From an optimization exercise on the open Yosys and OpenROAD flow, aimed at small area; shortcuts taken in it are not production practice. RTL that was checked went through simulation tests only; none was proved equivalent to the original.

==> run P: inputs <==
## crc32
module crc32 (
  input         crc_en,
  input [511:0] data_in,
  output [31:0] crc_out,
  input         clk,
  input         rst
);
export LEC_CHECK = 0
export CAP_MARGIN = 20
export CORE_MARGIN = 2
export CORE_UTILIZATION = 20
export GPL_ROUTABILITY_DRIVEN = 1
export SLEW_MARGIN = 20
export SYNTH_HIERARCHICAL = 1
export SYNTH_MINIMUM_KEEP_SIZE = 0
create_clock -name core_clock -period 8.0 [get_ports {clk}]
run.sh (not shown) runs the stock make flow with config.mk's settings and CLKGATE_MAP_FILE= SYNTH_SCRIPT=/design/flow/synth_recipe.tcl, a recipe that flattens the netlist after the stock synthesis.
==> run R (differences from run P) <==
--- a/flow/config.mk
+++ b/flow/config.mk
@@ -7,7 +7,7 @@
 export LEC_CHECK = 0
-export CAP_MARGIN = 20
+export CAP_MARGIN = 0
 export CORE_MARGIN = 2
-export CORE_UTILIZATION = 20
+export CORE_UTILIZATION = 60
 export GPL_ROUTABILITY_DRIVEN = 1
-export SLEW_MARGIN = 20
+export SLEW_MARGIN = 0
 export SYNTH_HIERARCHICAL = 1
==> notes <==
- Area after synthesis is the same in run P and run R.
- In synthesized cell count, run P and run R do not differ.
- Run R stopped in 5_1_grt. Run P finished clean.
==> figures <==
Post-Syn Instances: run R 2,955; run P 2,955
H-tree depth: run R 2; run P 2
Register bit count reported by yosys: run R 32; run P 32
Status: run R stopped before the end; run P finished clean
Stage where the flow stopped: run R 5_1_grt; run P -
Share of flip-flops with an asynchronous set or reset: run R 100.0%; run P 100.0%
Routability congestion estimate: run R 1.790; run P 1.183
Dominant synthesized flop cell: run R dfstp_2; run P dfstp_2
Starting utilization of the core area: run R 60.56%; run P 20.21%
Total clock buffers created by CTS: run R 5; run P 5
Core Rows: run R 77; run P 133
Average cell area after synthesis: run R 9.024 sq um; run P 9.024 sq um
Number of top-level design ports: run R 547; run P 547
Xor and xnor area share after synthesis: run R 94.79%; run P 94.79%
Width of the chip: run R 214.8 um; run P 369.1 um
Number of placed cells counting well taps: run R 4,193; run P 5,943
Die H: run R 214.8 um; run P 369.1 um
Yosys synthesis warning count: run R 7; run P 7
Number of buffers added on ports: run R 546; run P 546
Pre-CTS setup slack: run R 197.2 ps; run P 702.8 ps
CTS max path bufs: run R 2; run P 2
Detail Placement HPWL: run R 175.6 mm; run P 330.5 mm
Instance area at placement: run R 33,580 sq um; run P 39,920 sq um
Sequential area share after synthesis: run R 3.153%; run P 3.153%
Function was not checked in any run of this note: the RTL went through the layout flow alone.

==> inputs of run a <==
crc32, a different RTL version from the one above (not shown whole).
clock: 8.0 ns
lec_check: 0
cap_margin: 20
core_margin: 2
core_utilization: 50
cts_buf_list: sky130_fd_sc_hd__clkbuf_8
gpl_routability_driven: 1
gpl_timing_driven: 0
slew_margin: 20
synth_hierarchical: 1
synth_minimum_keep_size: 0
standard.sh (not shown) runs the stock make flow with config.mk's settings and CLKGATE_MAP_FILE= SYNTH_SCRIPT=/design/flow/synth_recipe.tcl, a recipe that flattens the netlist after the stock synthesis.
==> flow/flow/run.sh <==
#!/bin/bash
set -euo pipefail
export BUFFER_PORTS_ARGS="-buffer_cell sky130_fd_sc_hd__buf_1"
R=orfs/results/sky130hd/crc32/base
bash standard.sh synth > standard_synth.log 2>&1
sed -i -E 's/sky130_fd_sc_hd__mux2_(2|4|8) /sky130_fd_sc_hd__mux2_1 /' $R/1_2_yosys.v
rm -f $R/1_synth.odb $R/1_synth.sdc
bash standard.sh finish > standard_finish.log 2>&1
==> inputs of run b, as changes to run a <==
--- a/flow/config.mk
+++ b/flow/config.mk
@@ -7,7 +7,7 @@
 export LEC_CHECK = 0
 export CAP_MARGIN = 20
 export CORE_MARGIN = 2
-export CORE_UTILIZATION = 50
+export CORE_UTILIZATION = 40
 export CTS_BUF_LIST = sky130_fd_sc_hd__clkbuf_8
 export GPL_ROUTABILITY_DRIVEN = 1
 export GPL_TIMING_DRIVEN = 0
==> inputs of run c, as changes to run a <==
--- a/flow/flow/run.sh
+++ b/flow/flow/run.sh
@@ -1,6 +1,7 @@
 #!/bin/bash
 set -euo pipefail
 export BUFFER_PORTS_ARGS="-buffer_cell sky130_fd_sc_hd__buf_1"
+export GPL_KEEP_OVERFLOW=0
 R=orfs/results/sky130hd/crc32/base
 bash standard.sh synth > standard_synth.log 2>&1
 sed -i -E 's/sky130_fd_sc_hd__mux2_(2|4|8) /sky130_fd_sc_hd__mux2_1 /' $R/1_2_yosys.v
--- a/flow/config.mk
+++ b/flow/config.mk
@@ -10,7 +10,6 @@
 export CORE_UTILIZATION = 50
 export CTS_BUF_LIST = sky130_fd_sc_hd__clkbuf_8
 export GPL_ROUTABILITY_DRIVEN = 1
-export GPL_TIMING_DRIVEN = 0
 export SLEW_MARGIN = 20
 export SYNTH_HIERARCHICAL = 1
 export SYNTH_MINIMUM_KEEP_SIZE = 0
==> notes <==
In run a the wire length is smaller than in run b, by 9.1%.
Synthesized area is the same in run c and run b.
Run b finished with negative setup slack left. Run a went through all stages and came out clean. Run c stopped in global routing (5_1_grt).
Of run a and run b, run a has the higher setup slack (gap 0.85 ns).
Critical path depth is the same in run a and run b.

==> inputs of build 6 <==
crc32, a different RTL version from the one above (not shown whole).
## crc32
module crc32 (
  input         crc_en,
  input [511:0] data_in,
  output [31:0] crc_out,
  input         clk,
  input         rst
);
export LEC_CHECK = 0
export CAP_MARGIN = 20
export CORE_MARGIN = 2
export CORE_UTILIZATION = 30
export CTS_BUF_LIST = sky130_fd_sc_hd__clkbuf_8
export GPL_ROUTABILITY_DRIVEN = 1
export GPL_TIMING_DRIVEN = 0
export SLEW_MARGIN = 20
export SYNTH_HIERARCHICAL = 1
export SYNTH_MINIMUM_KEEP_SIZE = 0
create_clock -name core_clock -period 8.0 [get_ports {clk}]
==> flow/flow/run.sh <==
#!/bin/bash
set -euo pipefail
export BUFFER_PORTS_ARGS="-buffer_cell sky130_fd_sc_hd__buf_1"
R=orfs/results/sky130hd/crc32/base
bash standard.sh synth > standard_synth.log 2>&1
sed -i -E 's/sky130_fd_sc_hd__mux2_(2|4|8) /sky130_fd_sc_hd__mux2_1 /' $R/1_2_yosys.v
rm -f $R/1_synth.odb $R/1_synth.sdc
bash standard.sh finish > standard_finish.log 2>&1
==> build 58 (differences from build 6) <==
Settings changed: CORE_UTILIZATION 30 to 25.
==> trial 60 (differences from build 6) <==
Settings changed: CAP_MARGIN 20 to 10, SLEW_MARGIN 20 to 10.
==> build 32 (differences from build 6) <==
Settings changed: CORE_UTILIZATION 30 to 40.
==> notes <==
- Trial 60 completed and failed the layout checks on capacitance limit, slew limit. Build 58 produced a clean layout. Build 6 passed the timing, design-rule and antenna checks. Build 32 completed without violations.
- The lowest sequential share of layout area belongs to build 58, the highest to build 32.
- Against trial 60, the register-to-register slack of build 58 is better by 80 ps.
- Sequential cell count is the same in build 58 and trial 60.
- In synthesized cell count, trial 60 and build 32 do not differ.
- Cell count, highest first: build 58, trial 60, build 6, build 32.
- The lowest utilization belongs to build 58, the highest to build 32.
- Wire length: build 58 > build 6 > trial 60 > build 32.
- In trial 60 the fmax is smaller than in build 6, by about 0.9%.
==> figures <==
	trial 60	build 58	build 6	build 32
Area of the placeable core	67000 sq um	80400 sq um	67000 sq um	50100 sq um
Post-placement cell count	3665	3851	3665	3460
Wire length of the first global-routing pass	209 mm	212 mm	209 mm	188 mm
CP required	8220 ps	8220 ps	8250 ps	8230 ps
Average via count per standard cell	5.08	4.82	5.12	5.61
R2r endpoint	lfsr_q[31]$_DFFE_PP1P_	lfsr_q[13]$_DFFE_PP1P_	lfsr_q[31]$_DFFE_PP1P_	lfsr_q[9]$_DFFE_PP1P_
Rows	95	104	95	82
Layout Utilization	0.354	0.299	0.355	0.468
Worst slack at placement	364 ps	566 ps	379 ps	515 ps
Layout Area Growth over Synthesis	16.9%	18.5%	17.4%	15.4%
Count of placed standard cells in the final layout, fillers left out	3675	3862	3674	3468
Worst flop-to-flop path startpoint	lfsr_q[6]$_DFFE_PP1P_	lfsr_q[7]$_DFFE_PP1P_	lfsr_q[7]$_DFFE_PP1P_	lfsr_q[28]$_DFFE_PP1P_
Run status	complete, but fails checks	no timing/DRC/antenna violations	no timing/DRC/antenna violations	no timing/DRC/antenna violations
Layout check failures	capacitance limit, slew limit	-	-	-
Total number of vias	18675	18626	18822	19440
Height of the die	264 um	289 um	264 um	229 um
Share of the final layout cell area in multi-input gates	0.821	0.814	0.822	0.832

==> job 3711: inputs <==
RTL: one of the versions met above, not the one the previous note started from.
## crc32
module crc32 (
  input         crc_en,
  input [511:0] data_in,
  output [31:0] crc_out,
  input         clk,
  input         rst
);
==> flow/config.mk <==
export PLATFORM = sky130hd
export DESIGN_NAME = crc32
export DESIGN_NICKNAME = crc32
export VERILOG_FILES = /design/flow/design.v
export SDC_FILE = /design/flow/constraint.sdc
export NUM_CORES = 4
export LEC_CHECK = 0
export CAP_MARGIN = 20
export CORE_MARGIN = 2
export CORE_UTILIZATION = 40
export GPL_ROUTABILITY_DRIVEN = 1
export SLEW_MARGIN = 20
export SYNTH_HIERARCHICAL = 1
export SYNTH_MINIMUM_KEEP_SIZE = 0
==> flow/constraint.sdc <==
create_clock -name core_clock -period 8.0 [get_ports {clk}]
set_input_delay 1.6000 -clock core_clock [delete_from_list [all_inputs] [get_ports {clk}]]
set_output_delay 1.6000 -clock core_clock [all_outputs]
set_load 0.01 [all_outputs]
run.sh (not shown) runs the stock make flow with config.mk's settings and CLKGATE_MAP_FILE= SYNTH_SCRIPT=/design/flow/synth_recipe.tcl, a recipe that flattens the netlist after the stock synthesis.
Stock flow here: none of the scripts above is used.
==> job 3995: changes against job 3711 <==
CORE_UTILIZATION = 28   (was 40)
==> run summary <==
                                                                                      job 3995                    job 3711
Status                                                                         failed layout checks   aborted with a tool error
Failing step                                                                                 -    global routing (5_1_grt)
Violated checks                                                                   setup timing                           -
Adder-cell share of the synthesized area                                                    0%                          0%
Row cnt                                                                                    113                          94
Most frequent cell after synthesis                                     sky130_fd_sc_hd__xor2_1     sky130_fd_sc_hd__xor2_1
Root buffer cell                                                    sky130_fd_sc_hd__clkbuf_16  sky130_fd_sc_hd__clkbuf_16
Cells after synthesis                                                                     2955                        2955
Height of the chip                                                                 313 microns                 262 microns
Die extent in x                                                                    313 microns                 262 microns
Half-perimeter wire length after placement                                      269000 microns              225000 microns
XOR/XNOR share of the synthesized area                                                   94.8%                       94.8%
Synth unique cells                                                                           7                           7
Cells resized by post-CTS repair                                                             0                           1
CTS H-Tree Depth                                                                             2                           2
Compound-Gate Fraction of Synth Area                                                        0%                          0%
TritonCTS Sinks                                                                             32                          32
Portion of synthesized cell area occupied by the leading cell type                       94.8%                       94.8%
Buffer count from post-CTS setup fixing                                                      0                           0
Post-detailed-placement cell area                                                  37300 sq um                 35000 sq um
CTS Hold Bufs                                                                                0                           0
Pre-CTS setup slack                                                                  0.0958 ns                   -0.335 ns
Starting density of the core                                                             28.1%                       40.5%
Cell type contributing the most total cell area after synthesis        sky130_fd_sc_hd__xor2_1     sky130_fd_sc_hd__xor2_1
Buffers on Ports                                                                           546                         546
Number of cells after detailed placement                                                  5217                        4601
Number of nets in the synthesized netlist                                                 3470                        3470
Routability Congestion                                                                    1.28                        1.41
Async S/R FF share, synth                                                                 100%                        100%
No functional check of the RTL was part of any run of this note.

==> trial 24 <==
crc32, a different RTL version from the one above (not shown whole).
make LEC_CHECK=0 CAP_MARGIN=20 CORE_MARGIN=2 CORE_UTILIZATION=20 GPL_ROUTABILITY_DRIVEN=1 SLEW_MARGIN=20 SYNTH_HIERARCHICAL=1 SYNTH_MINIMUM_KEEP_SIZE=0 finish   # period 8.0 ns
==> trial 69 (differences from trial 24) <==
==> flow/flow/run.sh (new file) <==
#!/bin/bash
# The standard layout, with the port buffers made from the smallest buffer cell
# (every input and output port still gets its own buffer).
set -euo pipefail
export BUFFER_PORTS_ARGS="-buffer_cell sky130_fd_sc_hd__buf_1"
bash standard.sh finish > standard_finish.log 2>&1
==> flow/standard.sh (new file) <==
#!/bin/bash
# synth_recipe.tcl (not shown) runs the flow's synth.tcl, then flattens the netlist and writes it again
# the make line also repeats each setting of config.mk as NAME=value (left out here)
make -C /OpenROAD-flow-scripts/flow DESIGN_CONFIG=/design/flow/config.mk WORK_HOME=/design/flow/orfs CLKGATE_MAP_FILE= SYNTH_SCRIPT=/design/flow/synth_recipe.tcl "${@:-finish}"
CORE_UTILIZATION = 30   (was 20)
removed: flow/run.sh
==> build 7 (differences from trial 24) <==
CORE_UTILIZATION = 30   (was 20)
==> comparison table <==
| quantity | build 7 | trial 24 | trial 69 |
|---|---|---|---|
| Number of global-route vias before repair | 20,281 | 20,422 | 19,738 |
| Reg-to-Reg End | lfsr_q[0] | lfsr_q[15] | lfsr_q[18] |
| Number of nets in the layout | 3,463 | 3,547 | 3,490 |
| Cell with the largest stage delay on the worst path | clkdlybuf4s50_1 | clkdlybuf4s50_1 | xor2_1 |
| Slack of the worst reg-to-reg path | 1890 ps | 1710 ps | 2110 ps |
| Met2 track demand over resource | 73.24% | 56.30% | 76.58% |
| HPWL Detailed | 168.2 mm | 190.0 mm | 174.3 mm |
| Total instance count after detailed placement | 3,823 | 4,393 | 3,850 |
| Util after Layout | 41.36% | 28.93% | 36.70% |
| Delay contributed by the slowest stage of the critical path | 840 ps | 890 ps | 850 ps |
| Clock buf count | 8 | 6 | 6 |
| Number of antenna violations at the first check in global routing | 3 | 5 | 6 |
| Amount of wire on met3 after detailed routing | 16.86 mm | 15.00 mm | 16.08 mm |
| Run status | no timing/DRC/antenna violations | no timing/DRC/antenna violations | no timing/DRC/antenna violations |
| Layout-stage area growth over the synthesis result | 36.92% | 42.90% | 21.48% |
| Worst Reg2Reg Path Length in Cells | 15 | 15 | 13 |
| Hold Startpoint | lfsr_q[11] | lfsr_q[10] | lfsr_q[12] |
| Final critical-path setup slack | 518.3 ps | 455.1 ps | 970.4 ps |
| Met1 Routed Length | 70.08 mm | 84.22 mm | 72.38 mm |

==> violet <==
Starting RTL as in the previous note.
export LEC_CHECK = 0
export CAP_MARGIN = 20
export CORE_MARGIN = 2
export CORE_UTILIZATION = 30
export CTS_BUF_LIST = sky130_fd_sc_hd__clkbuf_8
export GPL_ROUTABILITY_DRIVEN = 1
export GPL_TIMING_DRIVEN = 0
export SLEW_MARGIN = 20
export SYNTH_HIERARCHICAL = 1
export SYNTH_MINIMUM_KEEP_SIZE = 0
create_clock -name core_clock -period 8.0 [get_ports {clk}]
standard.sh (not shown) runs the stock make flow with config.mk's settings and CLKGATE_MAP_FILE= SYNTH_SCRIPT=/design/flow/synth_recipe.tcl, a recipe that flattens the netlist after the stock synthesis.
==> flow/flow/run.sh <==
#!/bin/bash
set -euo pipefail
export BUFFER_PORTS_ARGS="-buffer_cell sky130_fd_sc_hd__buf_1"
R=orfs/results/sky130hd/crc32/base
bash standard.sh synth > standard_synth.log 2>&1
sed -i -E 's/sky130_fd_sc_hd__mux2_(2|4|8) /sky130_fd_sc_hd__mux2_1 /' $R/1_2_yosys.v
rm -f $R/1_synth.odb $R/1_synth.sdc
bash standard.sh finish > standard_finish.log 2>&1
==> inputs of cedar, as changes to violet <==
==> flow/flow/run.sh (replaced) <==
#!/bin/bash
# The standard layout, with the port buffers made from the smallest buffer cell
# (every input and output port still gets its own buffer).
set -euo pipefail
export BUFFER_PORTS_ARGS="-buffer_cell sky130_fd_sc_hd__buf_1"
bash standard.sh finish > standard_finish.log 2>&1
CORE_UTILIZATION = 35   (was 30)
CTS_BUF_LIST = not set   (was sky130_fd_sc_hd__clkbuf_8)
GPL_TIMING_DRIVEN = not set   (was 0)
==> results.yml <==
drt:
  viasPerCell: 5.49
setup_path:
  cp_data_arrival_time_ns: 7.51
sta:
  fmax_mhz: 137
hold_path:
  min_to: "lfsr_q[11]$_DFFE_PP1P_"
outcome:
  status: "finished clean"
The numbers above come from cedar.

==> results.yml <==
placement:
  io_buffer_count: 545
setup_path:
  cp_data_arrival_time_ns: 8.08
  path_common_cell: "xor2_1"
outcome:
  status: "finished clean"
yosys:
  ys_types: 7
  ys.flop_type: "dfstp_2"
floorplanning:
  n_tap_cell: 882
drt:
  viasPerCell: 5.11
hold_path:
  min_to: "lfsr_q[8]$_DFFE_PP1P_"
The numbers above come from violet.

## re-timing with driven ports
How much do the figures lean on ideal ports? The routed layouts below were timed once more, with nothing changed but the port constraints. Step 1 (the two cells are an assumption about what drives the block):
set clk [get_ports {clk}]
set_driving_cell -lib_cell sky130_fd_sc_hd__clkbuf_16 $clk
set_driving_cell -lib_cell sky130_fd_sc_hd__buf_2 [delete_from_list [all_inputs] $clk]
Step 2, shift: input delay + t, output delay - t, t = (earliest + latest rising clock arrival at the registers) / 2. This alone moves slack from input paths to output paths. Slacks: no drivers / after step 1 / after step 2; pairs: no drivers / after step 1.
run	shift t [ns]	setup WS [ns]	worst data-port slew with drivers (ns)
run P	0.408	0.795 / 0.826 / 0.418	0.11
run a	0.336	0.555 / 0.567 / 0.231	0.07
run b	0.329	-0.293 / -0.292 / -0.621	0.10
build 6	0.340	0.396 / 0.391 / 0.051	0.08
build 58	0.330	0.511 / 0.523 / 0.193	0.10
trial 60	0.338	0.325 / 0.328 / -0.010	0.08
build 32	0.329	0.288 / 0.294 / -0.035	0.08
job 3995	0.370	-0.186 / -0.178 / -0.548	0.08
trial 24	0.336	0.455 / 0.469 / 0.133	0.07
trial 69	0.332	0.970 / 0.985 / 0.653	0.09
build 7	0.332	0.518 / 0.536 / 0.204	0.11
violet	0.344	0.168 / 0.180 / -0.164	0.09
cedar	0.323	0.704 / 0.710 / 0.388	0.10
The setup slack of run P, which loses most, moves by +0.031 ns with the drivers and by -0.377 ns with both steps.
